Background: an optimization exercise with open tools, aiming at small area and a short achievable clock period. Do not read the settings as production practice. RTL that was checked went through simulation tests only; none was proved equivalent to the original. Function not checked in run 6: the RTL went through the layout flow alone. The flow treats the clock pin as an ideal source, which a real chip does not have. Power is estimated from default activity; no workload was simulated.

### config.mk
export PLATFORM = sky130hd
export DESIGN_NAME = fifo
export DESIGN_NICKNAME = fifo
export VERILOG_FILES = /design/flow/design.v
export SDC_FILE = /design/flow/constraint.sdc
export NUM_CORES = 4
export LEC_CHECK = 0
export CAP_MARGIN = 20
export CORE_MARGIN = 2
export CORE_UTILIZATION = 65
export CTS_CLUSTER_DIAMETER = 60
export CTS_CLUSTER_SIZE = 30
export SETUP_SLACK_MARGIN = 1.45
export SLEW_MARGIN = 20
### constraint.sdc
create_clock -name core_clock -period 3.2 [get_ports {clk}]
set_input_delay 0.6400 -clock core_clock [delete_from_list [all_inputs] [get_ports {clk}]]
set_output_delay 0.6400 -clock core_clock [all_outputs]
set_load 0.01 [all_outputs]
### design.v
`timescale 1ns / 1ps
module fifo
#
(
	parameter		depth = 60,
	parameter		width = 8
)
(
	input				clk,
	input				rst_n,
	input				wr_en,
	input	[width-1:0]	data_in,
	input				rd_en,
	output	[width-1:0]	data_out,
	output				full,
	output				empty
);
localparam		rows = depth / 4;		 
reg	[width-1:0]	bank0	[rows-1:0];
reg	[width-1:0]	bank1	[rows-1:0];
reg	[width-1:0]	bank2	[rows-1:0];
reg	[width-1:0]	bank3	[rows-1:0];
reg	[3:0]		wb;				 
reg	[3:0]		rb;				 
reg	[3:0]		n0, n1, n2, n3;	 
reg	[5:0]		count;			 
reg				one;			 
reg				most;			 
reg				full_o;			 
reg				nempty_o;		 
reg				full_i;			 
reg				nempty;			 
reg	[3:0]		s0, s1, s2, s3;	 
reg	[1:0]		sn0, sn1, sn2, sn3;	 
reg	[width-1:0]	bq0, bq1, bq2, bq3;	 
reg	[width-1:0]	last_in;		 
reg				fresh;			 
reg	[3:0]		osel;			 
reg	[width-1:0]	rdata;
function [3:0] inc4;
	input [3:0] n;
	begin
		case(n)
		4'd0: inc4 = 4'd1;   4'd1: inc4 = 4'd2;   4'd2: inc4 = 4'd3;   4'd3: inc4 = 4'd4;
		4'd4: inc4 = 4'd5;   4'd5: inc4 = 4'd6;   4'd6: inc4 = 4'd7;   4'd7: inc4 = 4'd8;
		4'd8: inc4 = 4'd9;   4'd9: inc4 = 4'd10;  4'd10: inc4 = 4'd11; 4'd11: inc4 = 4'd12;
		4'd12: inc4 = 4'd13; 4'd13: inc4 = 4'd14; 4'd14: inc4 = 4'd15; 4'd15: inc4 = 4'd0;
		endcase
	end
endfunction
function [3:0] dec4;
	input [3:0] n;
	begin
		case(n)
		4'd0: dec4 = 4'd15;  4'd1: dec4 = 4'd0;   4'd2: dec4 = 4'd1;   4'd3: dec4 = 4'd2;
		4'd4: dec4 = 4'd3;   4'd5: dec4 = 4'd4;   4'd6: dec4 = 4'd5;   4'd7: dec4 = 4'd6;
		4'd8: dec4 = 4'd7;   4'd9: dec4 = 4'd8;   4'd10: dec4 = 4'd9;  4'd11: dec4 = 4'd10;
		4'd12: dec4 = 4'd11; 4'd13: dec4 = 4'd12; 4'd14: dec4 = 4'd13; 4'd15: dec4 = 4'd14;
		endcase
	end
endfunction
function [5:0] inc6;
	input [5:0] n;
	begin
		case(n)
		6'd0: inc6 = 6'd1;   6'd1: inc6 = 6'd2;   6'd2: inc6 = 6'd3;   6'd3: inc6 = 6'd4;
		6'd4: inc6 = 6'd5;   6'd5: inc6 = 6'd6;   6'd6: inc6 = 6'd7;   6'd7: inc6 = 6'd8;
		6'd8: inc6 = 6'd9;   6'd9: inc6 = 6'd10;   6'd10: inc6 = 6'd11;   6'd11: inc6 = 6'd12;
		6'd12: inc6 = 6'd13;   6'd13: inc6 = 6'd14;   6'd14: inc6 = 6'd15;   6'd15: inc6 = 6'd16;
		6'd16: inc6 = 6'd17;   6'd17: inc6 = 6'd18;   6'd18: inc6 = 6'd19;   6'd19: inc6 = 6'd20;
		6'd20: inc6 = 6'd21;   6'd21: inc6 = 6'd22;   6'd22: inc6 = 6'd23;   6'd23: inc6 = 6'd24;
		6'd24: inc6 = 6'd25;   6'd25: inc6 = 6'd26;   6'd26: inc6 = 6'd27;   6'd27: inc6 = 6'd28;
		6'd28: inc6 = 6'd29;   6'd29: inc6 = 6'd30;   6'd30: inc6 = 6'd31;   6'd31: inc6 = 6'd32;
		6'd32: inc6 = 6'd33;   6'd33: inc6 = 6'd34;   6'd34: inc6 = 6'd35;   6'd35: inc6 = 6'd36;
		6'd36: inc6 = 6'd37;   6'd37: inc6 = 6'd38;   6'd38: inc6 = 6'd39;   6'd39: inc6 = 6'd40;
		6'd40: inc6 = 6'd41;   6'd41: inc6 = 6'd42;   6'd42: inc6 = 6'd43;   6'd43: inc6 = 6'd44;
		6'd44: inc6 = 6'd45;   6'd45: inc6 = 6'd46;   6'd46: inc6 = 6'd47;   6'd47: inc6 = 6'd48;
		6'd48: inc6 = 6'd49;   6'd49: inc6 = 6'd50;   6'd50: inc6 = 6'd51;   6'd51: inc6 = 6'd52;
		6'd52: inc6 = 6'd53;   6'd53: inc6 = 6'd54;   6'd54: inc6 = 6'd55;   6'd55: inc6 = 6'd56;
		6'd56: inc6 = 6'd57;   6'd57: inc6 = 6'd58;   6'd58: inc6 = 6'd59;   6'd59: inc6 = 6'd60;
		6'd60: inc6 = 6'd61;   6'd61: inc6 = 6'd62;   6'd62: inc6 = 6'd63;   6'd63: inc6 = 6'd0;
		endcase
	end
endfunction
function [5:0] dec6;
	input [5:0] n;
	begin
		case(n)
		6'd0: dec6 = 6'd63;   6'd1: dec6 = 6'd0;   6'd2: dec6 = 6'd1;   6'd3: dec6 = 6'd2;
		6'd4: dec6 = 6'd3;   6'd5: dec6 = 6'd4;   6'd6: dec6 = 6'd5;   6'd7: dec6 = 6'd6;
		6'd8: dec6 = 6'd7;   6'd9: dec6 = 6'd8;   6'd10: dec6 = 6'd9;   6'd11: dec6 = 6'd10;
		6'd12: dec6 = 6'd11;   6'd13: dec6 = 6'd12;   6'd14: dec6 = 6'd13;   6'd15: dec6 = 6'd14;
		6'd16: dec6 = 6'd15;   6'd17: dec6 = 6'd16;   6'd18: dec6 = 6'd17;   6'd19: dec6 = 6'd18;
		6'd20: dec6 = 6'd19;   6'd21: dec6 = 6'd20;   6'd22: dec6 = 6'd21;   6'd23: dec6 = 6'd22;
		6'd24: dec6 = 6'd23;   6'd25: dec6 = 6'd24;   6'd26: dec6 = 6'd25;   6'd27: dec6 = 6'd26;
		6'd28: dec6 = 6'd27;   6'd29: dec6 = 6'd28;   6'd30: dec6 = 6'd29;   6'd31: dec6 = 6'd30;
		6'd32: dec6 = 6'd31;   6'd33: dec6 = 6'd32;   6'd34: dec6 = 6'd33;   6'd35: dec6 = 6'd34;
		6'd36: dec6 = 6'd35;   6'd37: dec6 = 6'd36;   6'd38: dec6 = 6'd37;   6'd39: dec6 = 6'd38;
		6'd40: dec6 = 6'd39;   6'd41: dec6 = 6'd40;   6'd42: dec6 = 6'd41;   6'd43: dec6 = 6'd42;
		6'd44: dec6 = 6'd43;   6'd45: dec6 = 6'd44;   6'd46: dec6 = 6'd45;   6'd47: dec6 = 6'd46;
		6'd48: dec6 = 6'd47;   6'd49: dec6 = 6'd48;   6'd50: dec6 = 6'd49;   6'd51: dec6 = 6'd50;
		6'd52: dec6 = 6'd51;   6'd53: dec6 = 6'd52;   6'd54: dec6 = 6'd53;   6'd55: dec6 = 6'd54;
		6'd56: dec6 = 6'd55;   6'd57: dec6 = 6'd56;   6'd58: dec6 = 6'd57;   6'd59: dec6 = 6'd58;
		6'd60: dec6 = 6'd59;   6'd61: dec6 = 6'd60;   6'd62: dec6 = 6'd61;   6'd63: dec6 = 6'd62;
		endcase
	end
endfunction
function [3:0] count_k;
	input [3:0] n;
	input       up;
	input       dn;
	begin
		count_k = (up & ~dn) ? inc4(n) : (dn & ~up) ? dec4(n) : n;
	end
endfunction
wire			push = wr_en & ~full_i;
wire			pop  = rd_en & nempty;
wire			up   = push & ~pop;		 
wire			dn   = pop & ~push;		 
wire	[3:0]	wr_k = { 4{ push}} & wb;		 
wire	[3:0]	rd_k = { 4{ pop}}  & rb;		 
wire	[3:0]	wb_n = push ? { wb[2:0], wb[3]} : wb;
wire	[3:0]	rb_n = pop  ? { rb[2:0], rb[3]} : rb;
wire	[3:0]	n0_n = count_k(n0, wr_k[0], rd_k[0]);
wire	[3:0]	n1_n = count_k(n1, wr_k[1], rd_k[1]);
wire	[3:0]	n2_n = count_k(n2, wr_k[2], rd_k[2]);
wire	[3:0]	n3_n = count_k(n3, wr_k[3], rd_k[3]);
wire			empty_n = push ? 1'b0 : (pop ? one : ~nempty);
wire			full_n  = pop  ? 1'b0 : (push ? most : full_i);
wire			fresh_n = push & (~nempty | (pop & one));
always@(posedge clk or negedge rst_n)
begin
	if(!rst_n) begin
		wb       <= 4'b0001;
		rb       <= 4'b0001;
		n0       <= 4'd0;
		n1       <= 4'd0;
		n2       <= 4'd0;
		n3       <= 4'd0;
		count    <= 6'd0;
		one      <= 1'b0;
		most     <= 1'b0;
		full_o   <= 1'b0;
		nempty_o <= 1'b0;
		full_i   <= 1'b0;
		nempty   <= 1'b0;
	end else begin
		wb       <= wb_n;
		rb       <= rb_n;
		n0       <= n0_n;
		n1       <= n1_n;
		n2       <= n2_n;
		n3       <= n3_n;
		if(up)
			count <= inc6(count);
		else if(dn)
			count <= dec6(count);
		one      <= up ? ~nempty : dn ? (count == 6'd2) : one;
		most     <= up ? (count == depth-2) : dn ? full_i : most;
		full_o   <= ~pop & (push ? most : full_o);
		nempty_o <= push | (pop ? ~one : nempty_o);
		full_i   <= full_n;
		nempty   <= ~empty_n;
	end
end
integer i;
always@(posedge clk)
begin
	if(wr_k[0]) begin
		for(i = rows-1; i > 0; i = i - 1)
			bank0[i] <= bank0[i-1];
		bank0[0] <= data_in;
	end
	if(wr_k[1]) begin
		for(i = rows-1; i > 0; i = i - 1)
			bank1[i] <= bank1[i-1];
		bank1[0] <= data_in;
	end
	if(wr_k[2]) begin
		for(i = rows-1; i > 0; i = i - 1)
			bank2[i] <= bank2[i-1];
		bank2[0] <= data_in;
	end
	if(wr_k[3]) begin
		for(i = rows-1; i > 0; i = i - 1)
			bank3[i] <= bank3[i-1];
		bank3[0] <= data_in;
	end
end
wire	[16*width-1:0]	flat0, flat1, flat2, flat3;
genvar g;
generate
	for(g = 0; g < 16; g = g + 1) begin : flat
		assign flat0[g*width +: width] = bank0[(g == 0) ? 0 : g-1];
		assign flat1[g*width +: width] = bank1[(g == 0) ? 0 : g-1];
		assign flat2[g*width +: width] = bank2[(g == 0) ? 0 : g-1];
		assign flat3[g*width +: width] = bank3[(g == 0) ? 0 : g-1];
	end
endgenerate
wire	[3:0]	t0 = { s0[3:2], ~sn0};
wire	[3:0]	t1 = { s1[3:2], ~sn1};
wire	[3:0]	t2 = { s2[3:2], ~sn2};
wire	[3:0]	t3 = { s3[3:2], ~sn3};
wire	[width-1:0]	rd0 = { flat0[t0*width+4 +: 4], flat0[s0*width +: 4]};
wire	[width-1:0]	rd1 = { flat1[t1*width+4 +: 4], flat1[s1*width +: 4]};
wire	[width-1:0]	rd2 = { flat2[t2*width+4 +: 4], flat2[s2*width +: 4]};
wire	[width-1:0]	rd3 = { flat3[t3*width+4 +: 4], flat3[s3*width +: 4]};
always@(posedge clk)
begin
	s0      <= n0_n;
	s1      <= n1_n;
	s2      <= n2_n;
	s3      <= n3_n;
	sn0     <= ~n0_n[1:0];
	sn1     <= ~n1_n[1:0];
	sn2     <= ~n2_n[1:0];
	sn3     <= ~n3_n[1:0];
	bq0     <= rd0;
	bq1     <= rd1;
	bq2     <= rd2;
	bq3     <= rd3;
	last_in <= data_in;
	fresh   <= fresh_n;
	osel    <= fresh_n ? 4'b0000 : rb_n;
end
always@(posedge clk)
begin
	rdata <= ({ width{ fresh}} & last_in)
	       | ({ width{ osel[0]}} & bq0) | ({ width{ osel[1]}} & bq1)
	       | ({ width{ osel[2]}} & bq2) | ({ width{ osel[3]}} & bq3);
end
assign	data_out = rdata;
assign	empty    = ~nempty_o;
assign	full     = full_o;
endmodule
### run.sh
#!/bin/bash
# synth_recipe.tcl (not shown) runs the flow's synth.tcl, then flattens the netlist and writes it again
# the make line also repeats each setting of config.mk as NAME=value (left out here)
make -C /OpenROAD-flow-scripts/flow DESIGN_CONFIG=/design/flow/config.mk WORK_HOME=/design/flow/orfs CLKGATE_MAP_FILE= SYNTH_SCRIPT=/design/flow/synth_recipe.tcl finish
==> results of run 1 <==
## layout make-up
type,count,area (um2)
timing repair buffer,62,524.3
fill,2033,9306
antenna,1,2.502
timing repair inverter,4,42.54
clock inverter,24,326.6
multi-input combinational,569,5520
tap,455,569.3
sequential,593,16890
inverter,20,160.2
clock buffer,40,947.2
## flip-flops by register name, summed over array words and instances (netlist names), 6 cells and up
name and count:
bank0 120, bank1 120, bank2 120, bank3 120
bq0 8, bq1 8, bq2 8, bq3 8
count 6, last_in 8, rdata 8
## layout by cell type, fill, tap and decap left out, types with 21 or more instances in the layout
cell / n
sky130_fd_sc_hd__clkbuf_16: 37
sky130_fd_sc_hd__nand2_1: 74
sky130_fd_sc_hd__edfxtp_1: 480
sky130_fd_sc_hd__ha_1: 21
sky130_fd_sc_hd__a211oi_1: 23
sky130_fd_sc_hd__dfrtp_1: 29
sky130_fd_sc_hd__buf_4: 33
sky130_fd_sc_hd__a21oi_1: 42
sky130_fd_sc_hd__mux2i_1: 39
sky130_fd_sc_hd__nand3_1: 41
sky130_fd_sc_hd__nor2_1: 33
sky130_fd_sc_hd__mux4_2: 96
sky130_fd_sc_hd__a22oi_1: 25
sky130_fd_sc_hd__dfxtp_1: 66
## cells by family after synthesis
group	synth area share, %
xor+xnor	0.03900
flops	75.05
compound gates	6.032
simple gates	4.512
buf+inv	1.521
fa+ha+maj	1.337
mux	11.51
## cell usage after synthesis (12+ instances only)
master | number | share of area, %
sky130_fd_sc_hd__edfxtp_1 | 480 | 64
sky130_fd_sc_hd__mux4_2 | 96 | 9.6
sky130_fd_sc_hd__dfxtp_1 | 77 | 6.9
sky130_fd_sc_hd__nand2_1 | 75 | 1.3
sky130_fd_sc_hd__nand3_1 | 48 | 1.1
sky130_fd_sc_hd__a21oi_1 | 46 | 1.0
sky130_fd_sc_hd__mux2i_1 | 39 | 1.7
sky130_fd_sc_hd__nor2_1 | 38 | 0.63
sky130_fd_sc_hd__dfrtp_1 | 34 | 3.8
sky130_fd_sc_hd__clkbuf_1 | 30 | 0.50
sky130_fd_sc_hd__a22oi_1 | 25 | 0.84
sky130_fd_sc_hd__ha_1 | 24 | 1.3
sky130_fd_sc_hd__a211oi_1 | 23 | 0.77
sky130_fd_sc_hd__o21ai_0 | 21 | 0.47
sky130_fd_sc_hd__buf_2 | 17 | 0.38
sky130_fd_sc_hd__inv_1 | 17 | 0.28
sky130_fd_sc_hd__o211ai_1 | 16 | 0.53
sky130_fd_sc_hd__o22ai_1 | 12 | 0.33
## final timing paths
kind                                     end  slack [ps]          from
worst max register to register        sn2[0]        1470        nempty
worst max-delay path                   empty        1380      nempty_o
worst min register to register  bank1[14][6]         450  bank1[13][6]
worst min-delay path                   n1[0]         190         rst_n
min in group core_clock         bank1[14][6]         450  bank1[13][6]
max in group asynchronous              n3[0]        2400         rst_n
## metrics by stage
step,instances,hold WS (ps)
after floorplan,1241,344.4
after global placement,1686,422.0
after detailed placement,1686,427.9
after CTS,1757,198.6
after global routing,1767,255.1
final,1768,187.3
## power groups by stage
stage / clock network, mW / logic (mW) / registers (mW)
after global routing: 5.52 / 0.338 / 8.35
final: 5.17 / 0.295 / 8.34
after detailed placement: 0 / 0.293 / 8.52
after CTS: 5.27 / 0.291 / 8.34
after floorplan: 0 / 0.218 / 8.49
after global placement: 0 / 0.289 / 8.51
## metal layers
metal / part of all wire (%) / up-vias
met1: 46 / 5655
li1: - / 5071
met2: 46 / 258
met5: 0 / -
met3: 5.1 / 52
met4: 2.2 / 0
## critical path, cell delays in order, from the launching register on
cell and delay (ps):
sky130_fd_sc_hd__dfrtp_1 420, sky130_fd_sc_hd__inv_1 70, sky130_fd_sc_hd__buf_2 120
## repair_timing
action | in CTS | in global routing
hold buffers | 0 | 0
buffers inserted | 4 | 9
gates cloned | 3 | 1
endpoints found under the setup margin | 508 | 80
gates resized for setup | 59 | 27
pin swaps | 2 | 3
==> notes.md, run 1 <==
The run finished with no timing, DRC or antenna violations. For this run, the top clock speed supported by timing is roughly 550 MHz. The total cell area at the placement stage is 0.02351 mm2.

The sequential share of power came out at between 60% and 70%. The maximum clock skew at final layout came out at 27.08 ps. The clock sink count is between 500 and 600. The final worst slack came out at between 1000 and 1500 ps. The count of state elements after synthesis came out at around 590. The final period utilization is 56.74%. The number of library cell types mapped by synthesis came out at 62. The leftover overflow at the end of global routing came out at 0. 22 I/O pins were placed.

The worst reg-to-reg path cell count came out at 4. The met3 usage came out at between 3 and 4%. In this run the tightest slew margin relative to its limit is a little over two fifths. The synthesis-to-layout area growth came out at 11.21%. During placement, the flow inserted port buffers numbering 21. The post-detailed-route DRC marker count came out at 0.

The proportion of total power due to net switching came out at 21.38%. Counting flops with an async set or reset pin after synthesis yields a share of ~6.1%. The worst min-delay path class is input pin to asynchronous set/reset pin.

The count of pins over their slew limit is 0. The count of nets left with antenna violations once routing finished came out at 0. The number of DRC violations after detailed-routing iteration 0 came out at between 1000 and 1500. The overall power of the completed layout is between 10 and 15 mW.

The post-route standard cell area excluding fillers is 0.02498 mm2. The worst setup slack before clock tree synthesis came out at between 300 and 400 ps. The floorplan die area is between 0.03 and 0.04 mm2. The static leakage came out at approximately 8.3 nW. The number of clock buffers inserted by TritonCTS is 36.

The number of enable-type register cells in the synthesized netlist is between 400 and 500. Each instance of the synthesized netlist takes up on average approximately 18 um2. The average wire length per cell after detail routing came out at 22.68 um. The final standard cell utilization of the core is 72.86%. The worst path arrival time came out at about 1200 ps. The clock reaches the later pin of the worst-skew pair after between 500 and 600 ps.

The highest fanout seen on the critical path is 2. The global-route track usage on met1 came out at a little over a third. The clock passes through at most 3 buffers. Setup repair after global routing could not meet its margin everywhere.

The met2 track utilization from global routing is approximately 34%. The total length of routed wires is 40100 um. The data required time of the worst path is 2560 ps. The pin count of the biggest net entering global routing came out at 80. The HPWL reported at the end of detailed placement is about 25000 um.

The highest ir drop seen on vdd is 0.0005693 V. The congestion estimate from routability-driven global placement came to 0.8289. Setup violations remaining at the end of the flow were counted as 0. The post-synthesis cell area is approximately 0.022 mm2. The area of the core is between 0.03 and 0.04 mm2. The global-route wire length before repair is 63000 um. The final setup TNS came out at 0 ps. The internal cell power came out at between 10 and 15 mW. The clock-pin slew reported for the worst setup and hold paths after clock tree synthesis is 110 ps. The number of detailed-routing iterations run before antenna repair came out at 5. The count of max-cap constraint violations came out at 0. The power density over the cells came out at roughly 550 mW/mm2. The warning count from the yosys run is 5. The gate count after technology mapping is around 1200.

The relative contribution of combinational cells to total power came out at between 2 and 2.5%. The number of nets in the finished design came out at 1322. The starting density of the core is 65.52%. The category of the critical setup timing path is flip-flop to primary output. The x dimension of the die came out at between 150 and 200 um. The overall global routing resource usage came out at ~23%. The row count came out at between 60 and 70. The predominant post-synthesis flop cell is sky130_fd_sc_hd__edfxtp_1. The net count after synthesis is approximately 1300. The relative contribution of the clock network to total power is 37.4%. The routed via count is roughly 11000.

The number of antenna violations at the first check in global routing is 2. The clock tree from TritonCTS is yes. The root cell of the clock tree is sky130_fd_sc_hd__clkbuf_16.

The worst path needs 1816 ps of the cycle, external delays included. The fraction of the yosys area taken by sequential cells is 75.05%. The vertical die dimension came out at between 150 and 200 um.

The total count of hold-check failures in the final report came out at 0. The switching power summed over all nets is approximately 3 mW. The via count of the first global-routing pass is around 11000.

Using the TritonRoute via totals, the vias-per-cell ratio works out to 6.242. The CTS H-tree depth came out at 2. met1 is the most crowded layer.

The nature of the critical path endpoint is a primary output. STA classifies the critical path startpoint as a flip-flop. Cells with a size suffix above 1 make up around 22% of the layout. The slew of the pin with the lowest slew margin came out at slightly below 900 ps.
==> run 2, diff against run 1 <==
==> flow/run.sh (new file) <==
#!/bin/bash
set -euo pipefail
export POST_CTS_TCL="$PWD/flow/post_cts.tcl"
bash standard.sh > standard.log 2>&1
==> flow/post_cts.tcl (new file) <==
set block [ord::get_db_block]
set removed 0
foreach inst [$block getInsts] {
  if {![string match "clkbuf_0_*" [$inst getName]]} { continue }
  set in_net ""
  set out_net ""
  foreach it [$inst getITerms] {
    if {[$it isInputSignal]} { set in_net [$it getNet] }
    if {[$it isOutputSignal]} { set out_net [$it getNet] }
  }
  if {$in_net eq "" || $out_net eq "" || [$in_net getName] ne "clk"} { continue }
  set loads {}
  foreach it [$out_net getITerms] {
    if {[$it getInst] ne $inst} { lappend loads $it }
  }
  set port_loads 0
  foreach it [$in_net getITerms] { incr port_loads }
  set after [expr {$port_loads - 1 + [llength $loads]}]
  if {$after > 4} {
    puts "post_cts: keeping [$inst getName]: the clock port would drive $after pins"
    continue
  }
  puts "post_cts: removing [$inst getName] ([[$inst getMaster] getName]); the clock port now drives $after pins"
  foreach it $loads {
    $it disconnect
    $it connect $in_net
  }
  foreach it [$inst getITerms] { $it disconnect }
  odb::dbInst_destroy $inst
  odb::dbNet_destroy $out_net
  incr removed
}
if {$removed} {
  estimate_parasitics -placement
  repair_timing_helper
  detailed_placement
  check_placement -verbose
  report_clock_latency
}
==> standard.sh (new file) <==
#!/bin/bash
# synth_recipe.tcl (not shown) runs the flow's synth.tcl, then flattens the netlist and writes it again
# the make line also repeats each setting of config.mk as NAME=value (left out here)
make -C /OpenROAD-flow-scripts/flow DESIGN_CONFIG=/design/flow/config.mk WORK_HOME=/design/flow/orfs CLKGATE_MAP_FILE= SYNTH_SCRIPT=/design/flow/synth_recipe.tcl "${@:-finish}"
--- a/config.mk
+++ b/config.mk
@@ -10,5 +10,5 @@
 export CORE_UTILIZATION = 65
 export CTS_CLUSTER_DIAMETER = 60
 export CTS_CLUSTER_SIZE = 30
-export SETUP_SLACK_MARGIN = 1.45
+export SETUP_SLACK_MARGIN = 1.55
 export SLEW_MARGIN = 20
removed: run.sh
==> run 2 against run 1 <==
Utilization up 1.3 points. Critical path type is now flip-flop to flip-flop. Sequential cell count unchanged. Register-to-register slack better by 80 ps. Die area unchanged. Sequential share of layout area down 1.1 points. Power down 0.43%. Synthesized cell count unchanged. Setup slack better by 160 ps. Combinational power up 15%. Routed wire length up 3.5%. Largest power group unchanged. Clock skew down 0.79 ps.
==> notes.md, run 2 <==
The gate count after technology mapping came to 1241 (unchanged). The number of nets in the finished design was 1351 (was 1322). The depth of the critical timing path with buffers and inverters included is 3 (was 2).

The starting density of the core is 65.52% (unchanged). The warning count from the yosys run came out at 5 (unchanged). The x dimension of the die is 189.9 um (unchanged).

The post-route standard cell area excluding fillers came out at 0.02542 mm2 (was 0.02498 mm2). The overall power of the completed layout is 13.74 mW (was 13.80 mW). The instance count after placement with tap cells included came out at 1682 (was 1686).

The leading area contributor after synthesis is sky130_fd_sc_hd__edfxtp_1 (unchanged). The synthesis-to-layout area growth came out at 13.17% (was 11.21%). The clock latency reported for the late side of the worst-skew pair came out at 380 ps (was 570 ps). The global-route wire length before repair is 64050 um (was 63000 um). Crit path cell chain: nand3b_4, clkinvlp_4, buf_16 (was inv_1, buf_2). The longest individual stage delay on the worst path is 450 ps (was 420 ps). Most used cells in the layout excluding fill and tap cells: 480 x sky130_fd_sc_hd__edfxtp_1, 96 x sky130_fd_sc_hd__mux4_2, 73 x sky130_fd_sc_hd__nand2_1 (was 480 x sky130_fd_sc_hd__edfxtp_1, 96 x sky130_fd_sc_hd__mux4_2, 74 x sky130_fd_sc_hd__nand2_1). The clock sink count came out at 593 (unchanged). The clock tree from TritonCTS is yes (unchanged). The data required time of the worst path came out at 3220 ps (was 2560 ps). The number of detailed-routing iterations run before antenna repair came out at 8 (was 5). The number of enable-type register cells in the synthesized netlist came to 480 (unchanged). The pin count of the biggest net entering global routing is 105 (was 80). The number of top-level design ports came out at 22 (unchanged). The relative max-transition margin came to 37.66% (was 41.92%). The final-layout fill cell count came out at 1979 (was 2033).

The area of the core came out at 0.03429 mm2 (unchanged). The category of the critical setup timing path was flip-flop to flip-flop (was flip-flop to primary output). The routability-driven placement congestion ratio came out at 0.7745 (was 0.8289). The via density per instance is 6.286 (was 6.242). The post-detailed-route DRC marker count was 0 (unchanged). Unrepaired setup endpoints after global routing: true (unchanged).

The power density over the cells is 540.5 mW/mm2 (was 552.5 mW/mm2). The count of pins over their slew limit was 0 (unchanged). The predominant post-synthesis flop cell is sky130_fd_sc_hd__edfxtp_1 (unchanged).

The most frequent cell after synthesis was sky130_fd_sc_hd__edfxtp_1 (unchanged). The number of antenna cells inserted is 0 (was 1). The slew of the pin with the lowest slew margin is 935.1 ps (was 871.2 ps). The worst reg-to-reg path cell count is 3 (was 4). The highest fanout seen on the critical path is 104 (was 2). The final standard cell utilization of the core came to 74.15% (was 72.86%). The share of synthesized registers carrying an async set or reset was 6.071% (unchanged). The worst setup slack before clock tree synthesis was 324.8 ps (was 353.8 ps). The maximum clock skew at final layout is 26.29 ps (was 27.08 ps).

The clock-pin slew reported for the worst setup and hold paths after clock tree synthesis came out at 90 ps (was 110 ps). The overall global routing resource usage came out at 23.31% (was 22.95%). The fraction of final layout cells with drive strength greater than 1 came out at 25.80% (was 22.10%). The count of state elements after synthesis was 593 (unchanged). The static leakage is 8.500 nW (was 8.290 nW). The startpoint of the most critical register-to-register path is full_i (was nempty). The total length of routed wires came out at 41490 um (was 40100 um). The average wire length per cell after detail routing is 23.10 um (was 22.68 um). The synthesized area per cell was 18.10 um2 (unchanged). The number of nets still failing antenna checks after routing was 0 (unchanged). The routed via count is 11290 (was 11040). Run status: no timing/DRC/antenna violations (unchanged). The count of final setup violators came out at 0 (unchanged). Top cells by area in the synthesized netlist: sky130_fd_sc_hd__edfxtp_1 64%, sky130_fd_sc_hd__mux4_2 9.6%, sky130_fd_sc_hd__dfxtp_1 6.9%, sky130_fd_sc_hd__dfrtp_1 3.8%, sky130_fd_sc_hd__mux2i_1 1.7% (unchanged). The maximum achievable frequency was 604.9 MHz (was 550.8 MHz). The fraction of the yosys area taken by sequential cells came out at 75.05% (unchanged). The worst min-delay path class is input pin to asynchronous set/reset pin (unchanged).

The HPWL reported at the end of detailed placement came out at 24520 um (was 24860 um). The post-synthesis cell area is 0.02246 mm2 (unchanged). The worst path arrival time is 1670 ps (was 1180 ps).

The number of DRC violations after detailed-routing iteration 0 came out at 1198 (was 1076). The net count after synthesis is 1277 (unchanged). The via count of the first global-routing pass came out at 11050 (was 10820). The nature of the critical path endpoint was a flip-flop (was primary output).

The number of antenna violations at the first check in global routing came out at 4 (was 2). The commonest non-fill, non-tap cell in the layout is sky130_fd_sc_hd__edfxtp_1 (unchanged). The final period utilization came to 51.66% (was 56.74%). The cell with the biggest individual delay on the critical path is sky130_fd_sc_hd__dfrtp_2 (was sky130_fd_sc_hd__dfrtp_1). The area share of the largest cell type after synthesis came out at 64.16% (unchanged). The non-filler instance count after layout came out at 1796 (was 1768).

The total count of hold-check failures in the final report is 0 (unchanged). The vertical die dimension is 189.9 um (unchanged). The count of max-cap constraint violations is 0 (unchanged). The gate family responsible for the most delay along the worst path is buffers and inverters (was flip-flops). The final worst slack is 1547 ps (was 1384 ps).

Most numerous cell types in the synthesized netlist: 480 x sky130_fd_sc_hd__edfxtp_1, 96 x sky130_fd_sc_hd__mux4_2, 77 x sky130_fd_sc_hd__dfxtp_1 (unchanged). The number of I/O port buffers came out at 21 (unchanged). The clock period minus final worst setup slack was 1653 ps (was 1816 ps). The number of buffers and inverters on the critical path is 2 (unchanged). The leftover overflow at the end of global routing came out at 0 (unchanged).

The floorplan die area was 0.03606 mm2 (unchanged). The total cell area at the placement stage came to 0.02350 mm2 (was 0.02351 mm2). The row count is 68 (unchanged). The sort of element at the start of the critical path was a flip-flop (unchanged). The number of library cell types mapped by synthesis came out at 62 (unchanged). The highest ir drop seen on vdd is 0.0006506 V (was 0.0005693 V). The worst setup path startpoint is full_i (was nempty_o).
-- run 2: cells by family after synthesis --
group	count (synthesis)	share of synthesized area (%)
adders and majority gates	24	1.337
and+or+nand+nor	211	4.512
DFF	593	75.05
muxes	138	11.51
buffers and inverters	79	1.521
xor gates and xnor gates	1	0.03900
AOI/OAI and AO/OA	195	6.032
-- run 2: cell type report --
cell class / count / area (um2) / area share [%]
timing repair buffer: 90 / 832.0 / 3.273
multi-input combinational: 569 / 5637 / 22.17
timing repair inverter: 6 / 70.07 / 0.2756
clock inverter: 24 / 320.3 / 1.260
tap: 455 / 569.3 / 2.239
clock buffer: 39 / 943.4 / 3.711
sequential: 593 / 16900 / 66.47
inverter: 20 / 152.6 / 0.6004
-- run 2: per-stage QoR --
step | TNS (ps) | hold WS (ps)
2_1_floorplan | -1530 | 344.4
3_3_place_gp | 0 | 422.5
3_5_place_dp | 0 | 427.0
5_1_grt | 0 | 457.0
6_report | 0 | 391.2
-- run 2: path summary, 6_finish.rpt --
kind	to	slack (ps)
max in group asynchronous	n1[1]	2150
setup / recovery	bank3[7][4]	1550
setup reg to reg	bank3[7][4]	1550
hold / removal	count[1]	390
hold reg to reg	bank1[10][6]	450
min in group core_clock	bank1[10][6]	450
-- run 2: metal layers --
layer / up-vias / track usage [%] / wire [um]
li1: 5129 / - / -
met1: 5799 / 36.85 / 18820
met2: 309 / 34.39 / 19170
met3: 51 / 3.800 / 2444
met4: 2 / 6.589 / 1057
met5: - / 0 / 8
-- run 2: where the power goes --
group | leakage (nW) | internal, mW | switching (mW)
clock | 0.611 | 2.35 | 2.71
combinational | 2.47 | 0.149 | 0.189
sequential | 5.42 | 8.27 | 0.0795
total | 8.50 | 10.8 | 2.98
==> run 3, diff against run 2 <==
--- a/config.mk
+++ b/config.mk
@@ -10,5 +10,5 @@
 export CORE_UTILIZATION = 65
 export CTS_CLUSTER_DIAMETER = 60
 export CTS_CLUSTER_SIZE = 30
-export SETUP_SLACK_MARGIN = 1.55
+export SETUP_SLACK_MARGIN = 1.5
 export SLEW_MARGIN = 20
==> run 3 against run 2 <==
Still clean. Fmax up 0.60%. Sequential share of layout area up 0.48 points. First-iteration DRC count down 16%. Largest cell class unchanged.
==> notes.md, run 3 <==
The highest fanout seen on the critical path is 5 (was 104). The clock period minus final worst setup slack is 1643 ps (was 1653 ps). Run status: no timing/DRC/antenna violations (unchanged). The maximum clock skew at final layout came out at 17.91 ps (was 26.29 ps). The count of max-cap constraint violations was 0 (unchanged). The routability-driven placement congestion ratio came out at 0.8065 (was 0.7745). The leftover overflow at the end of global routing came to 0 (unchanged). The synthesis-to-layout area growth came out at 12.44% (was 13.17%). The clock-pin slew reported for the worst setup and hold paths after clock tree synthesis is 90 ps (about the same).

The worst setup slack before clock tree synthesis is 334.0 ps (was 324.8 ps). The relative max-transition margin came out at 41.45% (was 37.66%). The share of synthesized registers carrying an async set or reset is 6.071% (unchanged).

The static leakage was 8.460 nW (was 8.500 nW). The gate count after technology mapping is 1241 (unchanged). The total count of hold-check failures in the final report is 0 (unchanged).

The number of antenna cells inserted is 0 (unchanged). The post-synthesis cell area came to 0.02246 mm2 (unchanged). The count of final setup violators is 0 (unchanged). The data required time of the worst path came to 3460 ps (was 3220 ps). The slew of the pin with the lowest slew margin is 878.2 ps (was 935.1 ps). The worst min-delay path class is input pin to asynchronous set/reset pin (unchanged). The clock tree from TritonCTS is yes (unchanged). The number of I/O port buffers came out at 21 (unchanged).

The count of state elements after synthesis was 593 (unchanged). Top cells by area in the synthesized netlist: sky130_fd_sc_hd__edfxtp_1 64%, sky130_fd_sc_hd__mux4_2 9.6%, sky130_fd_sc_hd__dfxtp_1 6.9%, sky130_fd_sc_hd__dfrtp_1 3.8%, sky130_fd_sc_hd__mux2i_1 1.7% (unchanged). The pin count of the biggest net entering global routing came to 121 (was 105). The register-to-register setup slack was 1560 ps (was 1550 ps). The fraction of final layout cells with drive strength greater than 1 is 24.70% (was 25.80%). The average wire length per cell after detail routing was 22.64 um (was 23.10 um). The number of DRC violations after detailed-routing iteration 0 came out at 1006 (was 1198). The overall global routing resource usage is 22.97% (was 23.31%).

The routed via count came out at 11220 (was 11290). The number of top-level design ports came out at 22 (unchanged). The area share of the largest cell type after synthesis came out at 64.16% (unchanged). The final worst slack is 1557 ps (was 1547 ps). The cell with the biggest individual delay on the critical path is sky130_fd_sc_hd__dfrtp_2 (unchanged). The longest individual stage delay on the worst path came to 460 ps (was 450 ps).

The hold slack came to 369.2 ps (was 391.2 ps). The via count of the first global-routing pass is 11010 (was 11050). The most frequent cell after synthesis was sky130_fd_sc_hd__edfxtp_1 (unchanged). Unrepaired setup endpoints after global routing: true (unchanged). Most used cells in the layout excluding fill and tap cells: 480 x sky130_fd_sc_hd__edfxtp_1, 96 x sky130_fd_sc_hd__mux4_2, 73 x sky130_fd_sc_hd__nand2_1 (unchanged). The maximum achievable frequency came out at 608.5 MHz (was 604.9 MHz). The final period utilization is 51.36% (was 51.66%). The global-route wire length before repair came out at 63330 um (was 64050 um).

The fraction of the yosys area taken by sequential cells came out at 75.05% (unchanged). The sort of element at the start of the critical path is a flip-flop (unchanged). The number of nets in the finished design is 1350 (was 1351). The number of enable-type register cells in the synthesized netlist is 480 (unchanged). The instance count after placement with tap cells included was 1688 (was 1682). The number of detailed-routing iterations run before antenna repair came out at 6 (was 8). The floorplan die area was 0.03606 mm2 (unchanged). The synthesized area per cell is 18.10 um2 (unchanged).

The number of nets still failing antenna checks after routing is 0 (unchanged). The row count came out at 68 (unchanged). The net count after synthesis is 1277 (unchanged). The commonest non-fill, non-tap cell in the layout is sky130_fd_sc_hd__edfxtp_1 (unchanged). The x dimension of the die is 189.9 um (unchanged). The worst path arrival time is 1910 ps (was 1670 ps).

The total length of routed wires came to 40640 um (was 41490 um). The warning count from the yosys run came out at 5 (unchanged). The HPWL reported at the end of detailed placement came to 24530 um (was 24520 um). The starting density of the core is 65.52% (unchanged). The number of library cell types mapped by synthesis is 62 (unchanged). The clock latency reported for the late side of the worst-skew pair is 380 ps (about the same). The category of the critical setup timing path is flip-flop to flip-flop (unchanged). The nature of the critical path endpoint was a flip-flop (unchanged). The via density per instance came out at 6.248 (was 6.286). The number of antenna violations at the first check in global routing came out at 1 (was 4). The predominant post-synthesis flop cell is sky130_fd_sc_hd__edfxtp_1 (unchanged). The power density over the cells is 539.8 mW/mm2 (was 540.5 mW/mm2). Crit path cell chain: inv_2, ha_1, nor2_1, o211ai_1, nand3_1, a221o_1 (was nand3b_4, clkinvlp_4, buf_16).

The leading area contributor after synthesis was sky130_fd_sc_hd__edfxtp_1 (unchanged). The vertical die dimension came out at 189.9 um (unchanged). The area of the core is 0.03429 mm2 (unchanged). Most numerous cell types in the synthesized netlist: 480 x sky130_fd_sc_hd__edfxtp_1, 96 x sky130_fd_sc_hd__mux4_2, 77 x sky130_fd_sc_hd__dfxtp_1 (unchanged). The count of pins over their slew limit came out at 0 (unchanged). The highest ir drop seen on vdd came out at 0.0005902 V (was 0.0006506 V).

The clock sink count is 593 (unchanged). The post-detailed-route DRC marker count was 0 (unchanged). The non-filler instance count after layout came out at 1795 (was 1796).
## run 3: cell counts after synthesis
Identical to the previous run, type by type.
## run 3: worst paths after layout
path	from	to	cells past startpoint
worst max-delay path	n0[0]	sn0[0]	6
worst min-delay path	rst_n	count[1]	1
worst max register to register	n0[0]	sn0[0]	6
worst min register to register	bank3[1][0]	bank3[2][0]	0
max in group asynchronous	rst_n	n1[0]	1
min in group core_clock	bank3[1][0]	bank3[2][0]	0
## run 3: kinds of logic (layout without fill, tap and decap cells)
group,Yosys count,after routing,share of synthesized area (%)
flip-flops,593,593,75.05
AND/OR/NAND/NOR,211,211,4.512
AO/OA/AOI/OAI,195,195,6.032
multiplexers,138,138,11.51
buffers and inverters,79,178,1.521
adder cells (fa/ha/maj),24,24,1.337
XOR/XNOR,1,1,0.03900
## run 3: where the power goes
group          total (mW)  leakage, nW  internal, mW  switching (mW)
Combinational       0.322         2.44         0.139           0.182
Clock                4.98        0.597          2.27            2.70
Sequential           8.34         5.42          8.26          0.0773
## run 3: final cells by class
type | count | area (um2)
clock buffers | 37 | 904.6
clock inverters | 27 | 322.8
fillers | 2005 | 9030
inverters | 20 | 160.2
multi-input cells | 569 | 5552
flip-flops and latches | 593 | 16910
well taps | 455 | 569.3
repair buffers | 88 | 772.0
repair inverters | 6 | 67.56
## run 3: stage by stage
stage | TNS [ps] | area (um2) | util (%) | total power [mW]
6_report | 0 | 25260 | 73.66 | 13.64
2_1_floorplan | -1530 | 22790 | - | 8.722
3_3_place_gp | 0 | 23540 | 68.65 | 8.821
5_1_grt | 0 | 25260 | 73.66 | 14.04
3_5_place_dp | 0 | 23540 | 68.65 | 8.834
## run 3: worst max-delay path: cells and delay by family, from the launching register on
kind	cells	cell delay, ps
AOI/OAI and AO/OA	2	560
DFF	1	460
adders and majority gates	1	200
and+or+nand+nor	2	200
buffers and inverters	1	120
## run 3: per-layer routing
layer  GRT usage (%)  wire length [um]
met1           37.26             19000
met2           34.59             19080
met3           2.767              1859
met4           4.532               696
met5               0                 0
==> run 4, diff against run 3 <==
--- a/config.mk
+++ b/config.mk
@@ -7,7 +7,7 @@
 export LEC_CHECK = 0
 export CAP_MARGIN = 20
 export CORE_MARGIN = 2
-export CORE_UTILIZATION = 65
+export CORE_UTILIZATION = 72
 export CTS_CLUSTER_DIAMETER = 60
 export CTS_CLUSTER_SIZE = 30
 export SETUP_SLACK_MARGIN = 1.5
==> run 4 against run 3 <==
Register-to-register slack got worse by 40 ps. Sequential cell count unchanged. Hold slack got worse by 4.7 ps. Fmax decreased by 2.4%. Clock-buffer cell count increased by 3. Global-route usage increased by 3.3 points. Critical path depth decreased by 1. Highest routed layer is now met5.
==> notes.md, run 4 <==
The via count of the first global-routing pass is 11480 (was 11010). The number of nets in the finished design came to 1345 (was 1350). The nature of the critical path endpoint was a flip-flop (unchanged). The clock-pin slew reported for the worst setup and hold paths after clock tree synthesis came out at 90 ps (about the same). The number of I/O port buffers is 21 (unchanged).

The floorplan die area is 0.03263 mm2 (was 0.03606 mm2). Run status: no timing/DRC/antenna violations (unchanged). The clock latency reported for the late side of the worst-skew pair came to 380 ps (about the same). Crit path cell chain: nand3b_1, buf_4, nor2_4, o21ai_2, a221o_1 (was inv_2, ha_1, nor2_1, o211ai_1, nand3_1, a221o_1). Most used cells in the layout excluding fill and tap cells: 480 x sky130_fd_sc_hd__edfxtp_1, 96 x sky130_fd_sc_hd__mux4_2, 72 x sky130_fd_sc_hd__nand2_1 (was 480 x sky130_fd_sc_hd__edfxtp_1, 96 x sky130_fd_sc_hd__mux4_2, 73 x sky130_fd_sc_hd__nand2_1). The proportion of total power due to net switching came to 20.58% (was 21.72%).

The global-route wire length before repair is 65910 um (was 63330 um). The HPWL reported at the end of detailed placement came to 24860 um (was 24530 um). The area of the core is 0.03067 mm2 (was 0.03429 mm2).

The area share of the largest cell type after synthesis came out at 64.16% (unchanged). The share of synthesized registers carrying an async set or reset came out at 6.071% (unchanged). The warning count from the yosys run came out at 5 (unchanged). The final worst slack is 1516 ps (was 1557 ps). The highest ir drop seen on vdd came out at 0.0007047 V (was 0.0005902 V). The routability-driven placement congestion ratio came out at 0.8553 (was 0.8065). The data required time of the worst path came out at 3460 ps (about the same). The starting density of the core came out at 73.25% (was 65.52%). The synthesized area per cell is 18.10 um2 (unchanged).

The instance count after placement with tap cells included is 1620 (was 1688). Unrepaired setup endpoints after global routing: true (unchanged). The clock tree from TritonCTS is yes (unchanged). The sort of element at the start of the critical path is a flip-flop (unchanged). The clock sink count came out at 593 (unchanged). The x dimension of the die is 180.6 um (was 189.9 um).

The via density per instance came to 6.641 (was 6.248). The sequential share of power came out at 61.3% (was 61.2%). The maximum clock skew at final layout is 16.91 ps (was 17.91 ps). The gate count after technology mapping is 1241 (unchanged). The total length of routed wires came out at 42580 um (was 40640 um). The category of the critical setup timing path is flip-flop to flip-flop (unchanged). The maximum achievable frequency is 593.7 MHz (was 608.5 MHz).

The net count after synthesis came to 1277 (unchanged). The number of detailed-routing iterations run before antenna repair is 6 (unchanged). Most numerous cell types in the synthesized netlist: 480 x sky130_fd_sc_hd__edfxtp_1, 96 x sky130_fd_sc_hd__mux4_2, 77 x sky130_fd_sc_hd__dfxtp_1 (unchanged). The overall global routing resource usage came out at 26.24% (was 22.97%).

The relative contribution of combinational cells to total power came out at 2.3% (was 2.4%). The final period utilization is 52.63% (was 51.36%). The register cell area after layout was 0.01689 mm2 (was 0.01691 mm2). The fraction of the yosys area taken by sequential cells came out at 75.05% (unchanged). The number of antenna violations at the first check in global routing is 3 (was 1). The longest individual stage delay on the worst path came out at 450 ps (was 460 ps).

The number of top-level design ports is 22 (unchanged). The leading area contributor after synthesis is sky130_fd_sc_hd__edfxtp_1 (unchanged). The power density over the cells is 540.6 mW/mm2 (was 539.8 mW/mm2).

The most frequent cell after synthesis was sky130_fd_sc_hd__edfxtp_1 (unchanged). The relative contribution of the clock network to total power is 36.4% (was 36.5%). The post-route standard cell area excluding fillers came out at 0.02518 mm2 (was 0.02526 mm2). The number of nets still failing antenna checks after routing is 0 (unchanged). The count of state elements after synthesis is 593 (unchanged). The number of DRC violations after detailed-routing iteration 0 was 1170 (was 1006). Top cells by area in the synthesized netlist: sky130_fd_sc_hd__edfxtp_1 64%, sky130_fd_sc_hd__mux4_2 9.6%, sky130_fd_sc_hd__dfxtp_1 6.9%, sky130_fd_sc_hd__dfrtp_1 3.8%, sky130_fd_sc_hd__mux2i_1 1.7% (unchanged). The worst setup slack before clock tree synthesis came out at 385.4 ps (was 334.0 ps). The total cell area at the placement stage came out at 0.02341 mm2 (was 0.02354 mm2).

The static leakage came out at 8.442 nW (was 8.460 nW). The number of enable-type register cells in the synthesized netlist is 480 (unchanged). The vertical die dimension is 180.6 um (was 189.9 um). The commonest non-fill, non-tap cell in the layout is sky130_fd_sc_hd__edfxtp_1 (unchanged). The pin count of the biggest net entering global routing came out at 80 (was 121).

The row count came out at 64 (was 68). The clock period minus final worst setup slack came out at 1684 ps (was 1643 ps). The post-synthesis cell area was 0.02246 mm2 (unchanged).

The switching power summed over all nets came to 2.801 mW (was 2.961 mW). The gate family responsible for the most delay along the worst path is simple AND/OR/NAND/NOR gates (was compound AO/OA/AOI/OAI gates). The average wire length per cell after detail routing came out at 24.59 um (was 22.64 um). The predominant post-synthesis flop cell was sky130_fd_sc_hd__edfxtp_1 (unchanged). The non-filler instance count after layout is 1732 (was 1795). The total count of hold-check failures in the final report came out at 0 (unchanged). The internal cell power came to 10.81 mW (was 10.67 mW). The relative max-transition margin came out at 43.65% (was 41.45%). The highest fanout seen on the critical path is 7 (was 5). The count of final setup violators is 0 (unchanged). The total area of multi-input combinational cells came out at 0.005558 mm2 (was 0.005552 mm2). The worst min-delay path class is input pin to asynchronous set/reset pin (unchanged). The fraction of final layout cells with drive strength greater than 1 came out at 24.04% (was 24.70%). The number of library cell types mapped by synthesis came out at 62 (unchanged). The routed via count is 11500 (was 11220). The number of buffers and inverters on the critical path came to 1 (unchanged).

The worst path arrival time came out at 1940 ps (was 1910 ps). The count of max-cap constraint violations is 0 (unchanged). The final-layout fill cell count came to 1471 (was 2005).

The cell with the biggest individual delay on the critical path was sky130_fd_sc_hd__dfrtp_2 (unchanged). The slew of the pin with the lowest slew margin came out at 845.2 ps (was 878.2 ps). The synthesis-to-layout area growth is 12.07% (was 12.44%).

The post-detailed-route DRC marker count came out at 0 (unchanged). The leftover overflow at the end of global routing is 0 (unchanged). The count of pins over their slew limit is 0 (unchanged).
run 4: area by class of cell:
type / instances / area share [%]
Antenna cell: 1 / 0.009940
Clock buffer: 40 / 3.718
Clock inverter: 23 / 1.098
Inverter: 20 / 0.6461
Multi-Input combinational cell: 569 / 22.08
Sequential cell: 593 / 67.10
Tap cell: 396 / 1.968
Timing Repair Buffer: 83 / 3.071
Timing Repair inverter: 7 / 0.3131
run 4: cell families after synthesis:
group                    synth area share (%)
XOR/XNOR                              0.03900
multiplexers                            11.51
buffers and inverters                   1.521
flip-flops                              75.05
AND/OR/NAND/NOR                         4.512
AO/OA/AOI/OAI                           6.032
adder cells (fa/ha/maj)                 1.337
run 4: power by group through the flow:
stage	combinational, mW	sequential [mW]	clock [mW]
5_1_grt	0.353	8.35	5.26
6_report	0.314	8.34	4.95
3_3_place_gp	0.301	8.52	0
3_5_place_dp	0.310	8.52	0
2_1_floorplan	0.236	8.49	0
run 4: worst paths after layout:
path / from / cells past startpoint / slack [ps] / to
min reg2reg: bank3[5][2] / 0 / 440 / bank3[6][2]
min in group core_clock: bank3[5][2] / 0 / 440 / bank3[6][2]
max: full_i / 5 / 1520 / sn1[0]
max reg2reg: full_i / 5 / 1520 / sn1[0]
max in group asynchronous: rst_n / 1 / 2240 / n1[0]
min: rst_n / 1 / 360 / count[2]
run 4: worst register-to-register path: stages, from the launching register on:
cell and delay [ps]:
sky130_fd_sc_hd__dfrtp_2 450, sky130_fd_sc_hd__nand3b_1 300, sky130_fd_sc_hd__buf_4 220, sky130_fd_sc_hd__nor2_4 190
sky130_fd_sc_hd__o21ai_2 110, sky130_fd_sc_hd__a221o_1 310
run 4: per-layer routing:
layer,vias up,GRT usage (%),wire [um]
met5,-,0,7
met4,2,7.226,1222
met3,77,4.082,3325
met2,445,40.47,20360
met1,5862,40.32,17670
li1,5116,-,-
run 4: through the flow:
step | power (mW) | TNS (ps) | utilization (%) | hold slack (ps)
floorplan | 8.722 | -1530 | - | 344.4
global placement | 8.816 | 0 | 76.33 | 422.9
detailed placement | 8.829 | 0 | 76.33 | 428.5
global route | 13.96 | 0 | 82.08 | 422.8
finish | 13.61 | 0 | 82.09 | 364.5
==> run 5, diff against run 4 <==
--- a/config.mk
+++ b/config.mk
@@ -7,8 +7,8 @@
 export LEC_CHECK = 0
 export CAP_MARGIN = 20
 export CORE_MARGIN = 2
-export CORE_UTILIZATION = 72
-export CTS_CLUSTER_DIAMETER = 60
-export CTS_CLUSTER_SIZE = 30
-export SETUP_SLACK_MARGIN = 1.5
+export CORE_UTILIZATION = 65
+export CTS_CLUSTER_DIAMETER = 80
+export CTS_CLUSTER_SIZE = 24
+export SETUP_SLACK_MARGIN = 1.48
 export SLEW_MARGIN = 20
==> run 5 against run 4 <==
Critical path depth is 1 higher. Cell area is 1.5% lower. Sequential cell count stayed put.
==> notes.md, run 5 <==
Most numerous cell types in the synthesized netlist: 480 x sky130_fd_sc_hd__edfxtp_1, 96 x sky130_fd_sc_hd__mux4_2, 77 x sky130_fd_sc_hd__dfxtp_1 (unchanged). The highest ir drop seen on vdd is 0.0004139 V (was 0.0007047 V). The count of pins over their slew limit is 0 (unchanged). The count of state elements after synthesis came out at 593 (unchanged). The number of I/O port buffers came out at 21 (unchanged).

The warning count from the yosys run came to 5 (unchanged). The instance count after placement with tap cells included came out at 1682 (was 1620). The leading area contributor after synthesis is sky130_fd_sc_hd__edfxtp_1 (unchanged). The final-layout fill cell count is 2090 (was 1471).

The number of antenna cells inserted came out at 0 (was 1). The relative max-transition margin came out at 39.47% (was 43.65%). The fraction of the yosys area taken by sequential cells is 75.05% (unchanged). Unrepaired setup endpoints after global routing: true (unchanged). The clock-pin slew reported for the worst setup and hold paths after clock tree synthesis came out at 90 ps (about the same). The starting density of the core came to 65.52% (was 73.25%). The number of top-level design ports came out at 22 (unchanged). The net count after synthesis came out at 1277 (unchanged).

The clock period minus final worst setup slack is 1712 ps (was 1684 ps). The total count of hold-check failures in the final report came out at 0 (unchanged). The leftover overflow at the end of global routing is 0 (unchanged). The predominant post-synthesis flop cell is sky130_fd_sc_hd__edfxtp_1 (unchanged).

The maximum clock skew at final layout is 11.56 ps (was 16.91 ps). The static leakage came out at 8.205 nW (was 8.442 nW). The final setup TNS was 0 ps (unchanged). The register-to-register setup slack came out at 1490 ps (was 1520 ps). The gate count after technology mapping is 1241 (unchanged).

The power density over the cells was 507.6 mW/mm2 (was 540.6 mW/mm2). The total length of routed wires came out at 41460 um (was 42580 um). Top cells by area in the synthesized netlist: sky130_fd_sc_hd__edfxtp_1 64%, sky130_fd_sc_hd__mux4_2 9.6%, sky130_fd_sc_hd__dfxtp_1 6.9%, sky130_fd_sc_hd__dfrtp_1 3.8%, sky130_fd_sc_hd__mux2i_1 1.7% (unchanged). The overall power of the completed layout came out at 12.58 mW (was 13.61 mW). Run status: no timing/DRC/antenna violations (unchanged). The share of synthesized registers carrying an async set or reset is 6.071% (unchanged).

The routability-driven placement congestion ratio was 0.7850 (was 0.8553). The global-route wire length before repair came out at 64210 um (was 65910 um). The most frequent cell after synthesis is sky130_fd_sc_hd__edfxtp_1 (unchanged). The area of the core came out at 0.03429 mm2 (was 0.03067 mm2). The startpoint of the most critical register-to-register path was nempty (was full_i).

The synthesized area per cell is 18.10 um2 (unchanged). The post-synthesis cell area came out at 0.02246 mm2 (unchanged). The count of final setup violators is 0 (unchanged). The average wire length per cell after detail routing was 23.34 um (was 24.59 um). The number of enable-type register cells in the synthesized netlist came to 480 (unchanged). The vertical die dimension is 189.9 um (was 180.6 um). Most used cells in the layout excluding fill and tap cells: 480 x sky130_fd_sc_hd__edfxtp_1, 96 x sky130_fd_sc_hd__mux4_2, 73 x sky130_fd_sc_hd__nand2_1 (was 480 x sky130_fd_sc_hd__edfxtp_1, 96 x sky130_fd_sc_hd__mux4_2, 72 x sky130_fd_sc_hd__nand2_1). The clock latency reported for the late side of the worst-skew pair was 440 ps (was 380 ps).

The overall global routing resource usage is 23.31% (was 26.24%). The floorplan die area is 0.03606 mm2 (was 0.03263 mm2). The x dimension of the die was 189.9 um (was 180.6 um). The capture instance of the worst register-to-register path is sn2[0] (was sn1[0]). The worst min-delay path class is input pin to asynchronous set/reset pin (unchanged).

The data required time of the worst path came out at 3530 ps (was 3460 ps). The maximum achievable frequency was 584.3 MHz (was 593.7 MHz). The number of library cell types mapped by synthesis is 62 (unchanged).

The row count is 68 (was 64). The nature of the critical path endpoint was a flip-flop (unchanged). The worst reg-to-reg path cell count came out at 6 (was 5). The category of the critical setup timing path is flip-flop to flip-flop (unchanged). The number of detailed-routing iterations run before antenna repair is 7 (was 6). The non-filler instance count after layout is 1776 (was 1732). The HPWL reported at the end of detailed placement came to 25010 um (was 24860 um).

The number of DRC violations after detailed-routing iteration 0 came to 869 (was 1170). The pin count of the biggest net entering global routing was 121 (was 80). The clock tree from TritonCTS is yes (unchanged). The clock sink count is 593 (unchanged). The via count of the first global-routing pass came out at 10940 (was 11480). The post-detailed-route DRC marker count was 0 (unchanged).

The area share of the largest cell type after synthesis came to 64.16% (unchanged). The number of nets in the finished design came to 1335 (was 1345). The sort of element at the start of the critical path is a flip-flop (unchanged). The commonest non-fill, non-tap cell in the layout is sky130_fd_sc_hd__edfxtp_1 (unchanged). The worst path arrival time is 2040 ps (was 1940 ps).

The hold slack came out at 320.7 ps (was 364.5 ps). The number of antenna violations at the first check in global routing is 2 (was 3). The highest fanout seen on the critical path is 4 (was 7). The routed via count was 11200 (was 11500). The via density per instance came out at 6.307 (was 6.641). The final period utilization is 53.49% (was 52.63%).

The number of nets still failing antenna checks after routing came out at 0 (unchanged). The synthesis-to-layout area growth came out at 10.35% (was 12.07%). The fraction of final layout cells with drive strength greater than 1 is 21.80% (was 24.04%). The count of max-cap constraint violations is 0 (unchanged). The slew of the pin with the lowest slew margin is 907.9 ps (was 845.2 ps).
-- run 5: how the worst max path moves through the flow --
stage,start,cells after the start,to
final,nempty,6,sn2[0]
after global routing,nempty,5,sn3[0]
after detailed placement,rd_en,5,sn2[0]
after global placement,rd_en,5,sn2[0]
after floorplan,wr_en,5,sn3[0]
-- run 5: critical path, cell delays in order (launching register included) --
cell and delay [ps]:
sky130_fd_sc_hd__dfrtp_2 420, sky130_fd_sc_hd__buf_4 130, sky130_fd_sc_hd__buf_4 100, sky130_fd_sc_hd__and3_2 240, sky130_fd_sc_hd__nor2_4 50, sky130_fd_sc_hd__mux2_4 290
sky130_fd_sc_hd__a2111o_1 370
-- run 5: cell families after synthesis --
family	count (synthesis)	share of synthesized area (%)
multiplexers	138	11.51
AO/OA/AOI/OAI	195	6.032
buffers and inverters	79	1.521
XOR/XNOR	1	0.03900
flip-flops	593	75.05
adder cells (fa/ha/maj)	24	1.337
AND/OR/NAND/NOR	211	4.512
-- run 5: metal layers --
layer / track usage, % / up-vias / routed length [um]
met5: 0 / - / 0
met1: 37.44 / 5798 / 18950
met2: 35.40 / 280 / 19640
met4: 3.995 / 0 / 560
met3: 3.302 / 33 / 2306
li1: - / 5090 / -
-- run 5: per-stage QoR --
step,utilization [%],area [um2],setup WS [ps]
6_report,72.30,24790,1488
5_1_grt,72.30,24790,1423
3_5_place_dp,68.55,23510,423.3
3_3_place_gp,68.55,23510,501.1
2_1_floorplan,-,22790,-189.3
-- run 5: cell type report --
class | instances | area [um2] | share of cell area (%)
Clock buffer | 49 | 800.8 | 3.230
Clock inverter | 2 | 7.507 | 0.03028
Inverter | 20 | 160.2 | 0.6460
Multi-Input combinational cell | 569 | 5569 | 22.47
Sequential cell | 593 | 16890 | 68.12
Tap cell | 455 | 569.3 | 2.296
Timing Repair Buffer | 82 | 725.7 | 2.927
Timing Repair inverter | 6 | 70.07 | 0.2826
-- run 5: report_power, final --
group,total [mW],leakage (nW),internal [mW],switching (mW)
registers,8.34,5.41,8.27,0.0751
clock network,3.91,0.392,1.71,2.20
logic,0.329,2.40,0.143,0.186
total,12.6,8.20,10.1,2.46
==> run 6, diff against run 5 <==
--- a/design.v
+++ b/design.v
@@ -22,6 +22,8 @@
 reg	[width-1:0]	bank3	[rows-1:0];
 reg	[3:0]		wb;				 
 reg	[3:0]		rb;				 
+reg	[3:0]		wen;			 
+reg	[3:0]		pk;				 
 reg	[3:0]		n0, n1, n2, n3;	 
 reg	[5:0]		count;			 
 reg				one;			 
@@ -117,8 +119,8 @@
 wire			pop  = rd_en & nempty;
 wire			up   = push & ~pop;		 
 wire			dn   = pop & ~push;		 
-wire	[3:0]	wr_k = { 4{ push}} & wb;		 
-wire	[3:0]	rd_k = { 4{ pop}}  & rb;		 
+wire	[3:0]	wr_k = { 4{ wr_en}} & wen;		 
+wire	[3:0]	rd_k = { 4{ rd_en}} & pk;		 
 wire	[3:0]	wb_n = push ? { wb[2:0], wb[3]} : wb;
 wire	[3:0]	rb_n = pop  ? { rb[2:0], rb[3]} : rb;
 wire	[3:0]	n0_n = count_k(n0, wr_k[0], rd_k[0]);
@@ -133,6 +135,8 @@
 	if(!rst_n) begin
 		wb       <= 4'b0001;
 		rb       <= 4'b0001;
+		wen      <= 4'b0001;
+		pk       <= 4'b0000;
 		n0       <= 4'd0;
 		n1       <= 4'd0;
 		n2       <= 4'd0;
@@ -147,6 +151,8 @@
 	end else begin
 		wb       <= wb_n;
 		rb       <= rb_n;
+		wen      <= full_n ? 4'b0000 : wb_n;
+		pk       <= empty_n ? 4'b0000 : rb_n;
 		n0       <= n0_n;
 		n1       <= n1_n;
 		n2       <= n2_n;
--- a/config.mk
+++ b/config.mk
@@ -8,7 +8,7 @@
 export CAP_MARGIN = 20
 export CORE_MARGIN = 2
 export CORE_UTILIZATION = 65
-export CTS_CLUSTER_DIAMETER = 80
-export CTS_CLUSTER_SIZE = 24
-export SETUP_SLACK_MARGIN = 1.48
+export CTS_CLUSTER_DIAMETER = 60
+export CTS_CLUSTER_SIZE = 30
+export SETUP_SLACK_MARGIN = 1.5
 export SLEW_MARGIN = 20
==> run 6 against run 5 <==
Final cell count is 0.56% higher. Synthesized cell count fell by 0.48%. Via count decreased by 0.48%.
==> notes.md, run 6 <==
The commonest non-fill, non-tap cell in the layout is sky130_fd_sc_hd__edfxtp_1 (unchanged). The number of enable-type register cells in the synthesized netlist came out at 480 (unchanged). The average wire length per cell after detail routing came out at 22.80 um (was 23.34 um). The global-route track usage on met1 is 35.67% (was 37.44%).

The proportion of total power due to net switching was 22.48% (was 19.59%). The count of state elements after synthesis came out at 601 (was 593). The fraction of final layout cells with drive strength greater than 1 came to 25.09% (was 21.80%). The highest fanout seen on the critical path came out at 7 (was 4). The clock tree from TritonCTS is yes (unchanged). The total area of multi-input combinational cells came out at 0.005514 mm2 (was 0.005569 mm2). The count of max-cap constraint violations is 0 (unchanged). The maximum clock skew at final layout came out at 25.15 ps (was 11.56 ps). The count of final setup violators is 0 (unchanged). The busiest layer in global routing is met1 (unchanged). The number of antenna violations at the first check in global routing is 2 (unchanged).

The area of the core is 0.03454 mm2 (was 0.03429 mm2). The x dimension of the die was 191.3 um (was 189.9 um). The cell with the biggest individual delay on the critical path is sky130_fd_sc_hd__mux4_2 (was sky130_fd_sc_hd__dfrtp_2). The register-to-register setup slack is 1470 ps (was 1490 ps).

Most used cells in the layout excluding fill and tap cells: 480 x sky130_fd_sc_hd__edfxtp_1, 111 x sky130_fd_sc_hd__mux4_2, 69 x sky130_fd_sc_hd__a21oi_1 (was 480 x sky130_fd_sc_hd__edfxtp_1, 96 x sky130_fd_sc_hd__mux4_2, 73 x sky130_fd_sc_hd__nand2_1). The number of buffers and inverters on the critical path is 2 (unchanged). The global-route wire length before repair came out at 63020 um (was 64210 um). The nature of the critical path endpoint is a flip-flop (unchanged). The met3 usage is 2.956% (was 3.302%). The sequential share of power is 60.2% (was 66.3%). The number of library cell types mapped by synthesis is 60 (was 62).

The via count of the first global-routing pass came to 10950 (was 10940). The gate count after technology mapping was 1235 (was 1241). The longest individual stage delay on the worst path is 520 ps (was 420 ps). The power density over the cells came out at 567.6 mW/mm2 (was 507.6 mW/mm2). The leading area contributor after synthesis is sky130_fd_sc_hd__edfxtp_1 (unchanged).

The number of antenna cells inserted is 0 (unchanged). The post-synthesis cell area is 0.02281 mm2 (was 0.02246 mm2). The relative contribution of combinational cells to total power came to 6.6% (was 2.6%).

The number of nets in the finished design was 1340 (was 1335). The number of nets still failing antenna checks after routing came out at 0 (unchanged). The clock-pin slew reported for the worst setup and hold paths after clock tree synthesis came out at 90 ps (about the same). The hold slack is 248.6 ps (was 320.7 ps).

The number of detailed-routing iterations run before antenna repair came to 5 (was 7). Most numerous cell types in the synthesized netlist: 480 x sky130_fd_sc_hd__edfxtp_1, 111 x sky130_fd_sc_hd__mux4_2, 77 x sky130_fd_sc_hd__dfxtp_1 (was 480 x sky130_fd_sc_hd__edfxtp_1, 96 x sky130_fd_sc_hd__mux4_2, 77 x sky130_fd_sc_hd__dfxtp_1). The synthesis-to-layout area growth is 11.88% (was 10.35%). The clock sink count came out at 601 (was 593). The total cell area at the placement stage came out at 0.02356 mm2 (was 0.02351 mm2).

The area share of the largest cell type after synthesis came out at 63.20% (was 64.16%). The number of I/O port buffers came out at 21 (unchanged). The gate family responsible for the most delay along the worst path is multiplexers (was flip-flops). Crit path cell chain: buf_12, buf_16, mux4_2, mux4_2 (was buf_4, buf_4, and3_2, nor2_4, mux2_4, a2111o_1). The final standard cell utilization of the core came out at 73.87% (was 72.30%). The via density per instance was 6.241 (was 6.307).

The relative max-transition margin is 48.80% (was 39.47%). The clock period minus final worst setup slack is 1728 ps (was 1712 ps). The clock latency reported for the late side of the worst-skew pair came out at 380 ps (was 440 ps). The row count is 68 (unchanged).

The leftover overflow at the end of global routing came out at 0 (unchanged). The final period utilization came to 54.02% (was 53.49%). The static leakage is 8.590 nW (was 8.205 nW).

The most frequent cell on the critical path is sky130_fd_sc_hd__mux4_2 (was sky130_fd_sc_hd__buf_4). The synthesized area per cell came out at 18.47 um2 (was 18.10 um2). The number of top-level design ports is 22 (unchanged). The warning count from the yosys run came to 5 (unchanged).

The total length of routed wires came out at 40720 um (was 41460 um). The highest ir drop seen on vdd came out at 0.0004241 V (was 0.0004139 V). Top cells by area in the synthesized netlist: sky130_fd_sc_hd__edfxtp_1 63%, sky130_fd_sc_hd__mux4_2 11%, sky130_fd_sc_hd__dfxtp_1 6.8%, sky130_fd_sc_hd__dfrtp_1 4.5%, sky130_fd_sc_hd__mux2i_1 1.7% (was sky130_fd_sc_hd__edfxtp_1 64%, sky130_fd_sc_hd__mux4_2 9.6%, sky130_fd_sc_hd__dfxtp_1 6.9%, sky130_fd_sc_hd__dfrtp_1 3.8%, sky130_fd_sc_hd__mux2i_1 1.7%). The maximum achievable frequency came out at 578.5 MHz (was 584.3 MHz). The relative contribution of the clock network to total power is 33.2% (was 31.1%). The slew of the pin with the lowest slew margin is 768.0 ps (was 907.9 ps).

The worst setup path startpoint was s0[0] (was nempty). The most frequent cell after synthesis was sky130_fd_sc_hd__edfxtp_1 (unchanged). The floorplan die area came to 0.03660 mm2 (was 0.03606 mm2). The data required time of the worst path came out at 3450 ps (was 3530 ps). Run status: no timing/DRC/antenna violations (unchanged).
-- run 6: cell types whose count changed after synthesis, sizes merged, moves of 7 or more --
cell	previous run	this run
a211oi	23	14
a21oi	46	74
a22oi	25	10
buf	29	37
dfrtp	34	41
mux4	96	111
nand3	48	8
nor2b	11	4
o211ai	16	5
o22ai	12	28
-- run 6: worst max path at each step --
stage / depth (start not counted) / endpoint / slack (ps)
after floorplan: 6 / n0[0] / -370
after global placement: 6 / most / 510
after detailed placement: 6 / most / 460
after global routing: 3 / bq0[3] / 1440
final: 4 / bq0[0] / 1470
-- run 6: power groups by stage --
stage	sequential [mW]	clock (mW)	combinational, mW
6_report	8.72	4.81	0.955
5_1_grt	8.74	5.16	1.05
3_5_place_dp	8.88	0	0.848
3_3_place_gp	8.88	0	0.835
2_1_floorplan	8.72	0	0.744
-- run 6: area by class of cell --
cell class / count / share of cell area [%]
clock inverter: 23 / 0.8483
clock buffer: 41 / 3.687
inverter: 24 / 0.4119
timing repair buffer: 92 / 4.143
timing repair inverter: 1 / 0.02942
sequential: 601 / 67.04
tap: 455 / 2.231
multi-input combinational: 549 / 21.61
-- run 6: stage by stage --
stage | setup WS [ps] | setup TNS (ps)
2_1_floorplan | -368.3 | -7968
3_5_place_dp | 460.3 | 0
6_report | 1472 | 0
3_3_place_gp | 506.2 | 0
5_1_grt | 1442 | 0
-- run 6: logic make-up after synthesis --
| logic type | Yosys count | share of synthesized area, % |
|---|---|---|
| flops | 601 | 74.80 |
| compound gates | 207 | 5.908 |
| simple gates | 164 | 3.198 |
| mux | 154 | 12.88 |
| buf+inv | 85 | 1.920 |
| fa+ha+maj | 23 | 1.262 |
| xor+xnor | 1 | 0.03841 |
-- run 6: layer usage --
metal	share of wire, %	up-vias
met5	0.032	-
met4	2.0	2
met3	5.3	55
met2	47	277
met1	45	5705
li1	-	5108

afterwards: timing with drivers on the ports:
The flow's constraints put no driver on any port. The routed layouts listed below were extracted and timed again, unchanged, in two steps. Step 1 assumes that a clkbuf_16 drives the clock port and a buf_2 every other input. Step 2 also shifts input and output timing later by t, the mid clock arrival at the registers, as if the neighbouring blocks saw the same clock. Three values: no drivers, after step 1, after step 2; two values: the first two.
run	t (ns)	setup slack, ns
run 1	0.607	1.384 / 1.330 / 0.939
run 2	0.472	1.547 / 1.526 / 1.172
run 3	0.470	1.557 / 1.512 / 1.170
run 4	0.466	1.516 / 1.489 / 1.117
run 5	0.506	1.488 / 1.451 / 1.043
run 6	0.462	1.472 / 1.471 / 1.105
After both steps setup and hold are still met in every run listed.
